From an optimization exercise on the open Yosys and OpenROAD flow, aimed at small area and a short achievable clock period; shortcuts taken in it are not production practice. At most, simulation tests tie the RTL to the original design; equivalence was not proved. The clock port is modelled as an ideal driver, which makes a skipped or thinned clock tree look cheaper than it is; a real chip needs a root buffer or a tree.

== the baseline ==
// ParallelFIR
module ParallelFIR(input wire clk,
                   input wire signed [7:0] x,
                   output reg signed [17:0] y);
  reg [7:0] x1, x2, x3, x4, x5, x6, x7, x8, x9, x10, x11, x12, x13, x14, x15, x16, x17, x18, x19;
  reg p2_0_0, p2_0_1, p2_1_0, p2_1_1, p2_2_0, p2_2_1, p2_3_0, p2_3_1, p2_4_0, p2_4_1, p2_5_0, p2_5_1, p2_6_0, p2_6_1, p2_7_0, p2_7_1, p2_8_0, p2_8_1, p2_9_0, p2_9_1, p2_10_0, p2_10_1, p2_11_0, p2_11_1, p2_12_0, p2_12_1, p2_13_0, p2_13_1, p2_14_0, p2_14_1, p2_15_0, p2_15_1, p2_16_0, p1_0_0, p1_0_1, p1_1_0, p1_1_1, p1_2_0, p1_2_1, p1_3_0, p1_3_1, p1_4_0, p1_4_1, p1_5_0, p1_5_1, p1_6_0, p1_6_1, p1_7_0, p1_7_1, p1_8_0, p1_8_1, p1_9_0, p1_9_1, p1_10_0, p1_10_1, p1_11_0, p1_11_1, p1_12_0, p1_12_1, p1_13_0, p1_13_1, p1_14_0, p1_14_1, p1_15_0, p1_15_1, p1_16_0, p1_16_1;
  wire s1, c1;
  FullAdd u1 (.a(1'b1), .b(x7[1]), .c(x8[3]), .s(s1), .co(c1));
  wire s2, c2;
  FullAdd u2 (.a(x7[2]), .b(x8[4]), .c(x10[4]), .s(s2), .co(c2));
  wire s3 = x11[2] ^ x12[5];
  wire c3 = x11[2] & x12[5];
  wire s4, c4;
  FullAdd u4 (.a(1'b1), .b(x7[3]), .c(x8[5]), .s(s4), .co(c4));
  wire s5, c5;
  FullAdd u5 (.a(x7[0]), .b(x8[2]), .c(x9[6]), .s(s5), .co(c5));
  wire s6, c6;
  ...
Size: ~840 cells after synthesis, ~240 flip-flops, about 13,000 um2 of cells after synthesis.
==> flow/config.mk <==
export PLATFORM = sky130hd
export DESIGN_NAME = ParallelFIR
export DESIGN_NICKNAME = ParallelFIR
export VERILOG_FILES = /design/flow/design.v
export SDC_FILE = /design/flow/constraint.sdc
export NUM_CORES = 4
export LEC_CHECK = 0
export CAP_MARGIN = 20
export CORE_MARGIN = 2
export CORE_UTILIZATION = 50
export SLEW_MARGIN = 20
export SYNTH_HIERARCHICAL = 1
export SYNTH_MINIMUM_KEEP_SIZE = 0
==> flow/constraint.sdc <==
create_clock -name core_clock -period 11.0 [get_ports {clk}]
set_input_delay 2.2000 -clock core_clock [delete_from_list [all_inputs] [get_ports {clk}]]
set_output_delay 2.2000 -clock core_clock [all_outputs]
set_load 0.01 [all_outputs]
run.sh (not shown) runs the stock make flow with config.mk's settings and CLKGATE_MAP_FILE= SYNTH_SCRIPT=/design/flow/synth_recipe.tcl, a recipe that flattens the netlist after the stock synthesis.
--- input diff the baseline..the candidate ---
==> flow/flow/run.sh (new file) <==
#!/bin/bash
set -e
cp standard.sh standard.sh.txt 2>/dev/null || true
export SETUP_SLACK_MARGIN=${MARGIN:-7.6}
bash standard.sh > standard.log 2>&1
==> flow/standard.sh (new file) <==
#!/bin/bash
# synth_recipe.tcl (not shown) runs the flow's synth.tcl, then flattens the netlist and writes it again
# the make line also repeats each setting of config.mk as NAME=value (left out here)
make -C /OpenROAD-flow-scripts/flow DESIGN_CONFIG=/design/flow/config.mk WORK_HOME=/design/flow/orfs CLKGATE_MAP_FILE= SYNTH_SCRIPT=/design/flow/synth_recipe.tcl "${@:-finish}"
removed: flow/run.sh
## What came out
- The candidate vs the baseline, worst setup path endpoint: p2_8_1 vs p2_10_1
- The setup slack of the candidate is higher than that of the baseline.
- Diff the baseline -> the candidate: total vias in the final route grew by 1.8%, post-route cell area picked up an extra about 5%.
Function was not checked in any run of this note: the RTL went through the layout flow alone.

========
Another version of the RTL of ParallelFIR (not shown whole).
For scale: roughly 910 cells after synthesis, ~270 flip-flops, ~27 I/O pins, about 0.014 mm² of cells after synthesis.
export LEC_CHECK = 0
export CAP_MARGIN = 20
export CORE_MARGIN = 2
export CORE_UTILIZATION = 50
export SLEW_MARGIN = 20
export SYNTH_HIERARCHICAL = 1
export SYNTH_MINIMUM_KEEP_SIZE = 0
create_clock -name core_clock -period 11.0 [get_ports {clk}]
standard.sh (not shown) runs the stock make flow with config.mk's settings and CLKGATE_MAP_FILE= SYNTH_SCRIPT=/design/flow/synth_recipe.tcl, a recipe that flattens the netlist after the stock synthesis.
==> flow/flow/run.sh <==
#!/bin/bash
# The standard layout with these changes to how it is made (the SDC and
# its clock period are unchanged):
#  - repair_timing keeps extra setup margin, so that it sizes the design for a
#    shorter achieved period;
#  - the clock tree uses larger sink clusters and no dummy loads, and after CTS
#    its branch level is removed (flatten_clock.tcl), so every register is
#    clocked through the root buffer and one leaf buffer;
#  - the port buffers are buf_2 cells.
# Each tool's full output is in the ORFS logs; make's output is in
# standard_cts.log and standard.log, the clock edit's in flatten_clock.log.
set -e
export SETUP_SLACK_MARGIN=8.0
export CTS_ARGS="-sink_clustering_enable -repair_clock_nets -dont_use_dummy_load -buf_list sky130_fd_sc_hd__clkbuf_16 -sink_clustering_size 24 -sink_clustering_max_diameter 200"
export BUFFER_PORTS_ARGS="-buffer_cell sky130_fd_sc_hd__buf_2"
bash standard.sh cts > standard_cts.log 2>&1
CTS_ODB=$PWD/orfs/results/$FLOW_PLATFORM/ParallelFIR/base/4_cts.odb openroad -no_init -exit flow/flatten_clock.tcl > flatten_clock.log 2>&1
bash standard.sh > standard.log 2>&1
Other scripts of this flow, unchanged in this note and not shown: flow/flow/flatten_clock.tcl
Edit:
--- a/flow/flow/run.sh
+++ b/flow/flow/run.sh
@@ -11,6 +11,6 @@
 # standard_cts.log and standard.log, the clock edit's in flatten_clock.log.
 set -e
-export SETUP_SLACK_MARGIN=8.0
-export CTS_ARGS="-sink_clustering_enable -repair_clock_nets -dont_use_dummy_load -buf_list sky130_fd_sc_hd__clkbuf_16 -sink_clustering_size 24 -sink_clustering_max_diameter 200"
+export SETUP_SLACK_MARGIN=7.95
+export CTS_ARGS="-sink_clustering_enable -repair_clock_nets -dont_use_dummy_load -buf_list sky130_fd_sc_hd__clkbuf_16 -sink_clustering_size 30 -sink_clustering_max_diameter 200"
 export BUFFER_PORTS_ARGS="-buffer_cell sky130_fd_sc_hd__buf_2"
 bash standard.sh cts > standard_cts.log 2>&1
=> The changed run finished clean; flip-flop and latch count does not change; final area fell by 1.3%; global-route usage fell by 0.18 points; routed wire length fell by about 0.8%; clock skew fell by 0.042 ns; setup slack improves by 0.0076 ns; hold slack improves by 0.018 ns.
Edit:
--- a/flow/flow/run.sh
+++ b/flow/flow/run.sh
@@ -11,5 +11,5 @@
 # standard_cts.log and standard.log, the clock edit's in flatten_clock.log.
 set -e
-export SETUP_SLACK_MARGIN=7.95
+export SETUP_SLACK_MARGIN=8.0
 export CTS_ARGS="-sink_clustering_enable -repair_clock_nets -dont_use_dummy_load -buf_list sky130_fd_sc_hd__clkbuf_16 -sink_clustering_size 30 -sink_clustering_max_diameter 200"
 export BUFFER_PORTS_ARGS="-buffer_cell sky130_fd_sc_hd__buf_2"
Effect: Fmax stays flat; clock-buffer cell count is unchanged; die area stays the same; worst hold slack hardly moves; via count hardly moves.

## afterwards: timing with drivers on the ports
In the flow no input, the clock included, has a driving cell. The finished layouts below were timed again as built, in two steps. Step 1 assumes that a clkbuf_16 drives the clock port and a buf_2 every other input. Step 2 moves the port delays by t, midway between the first and last clock arrival at a register: inputs arrive t later, outputs are due t later. That takes back most of the time a late clock gives input paths. Slacks: no drivers / after step 1 / after step 2; pairs: no drivers / after step 1.
run | t, ns | setup WS [ns] | worst data-port slew with drivers (ns)
the baseline | 0.580 | 6.812 / 6.812 / 6.812 | 0.03
the candidate | 0.591 | 7.186 / 7.186 / 7.186 | 0.03
the first run of note 2 | 0.470 | 7.927 / 7.876 / 8.043 | 0.03
the second run of note 2 | 0.469 | 7.934 / 7.887 / 8.044 | 0.03
the third run of note 2 | 0.469 | 7.934 / 7.887 / 8.043 | 0.03
After both steps every run listed still meets setup and hold.
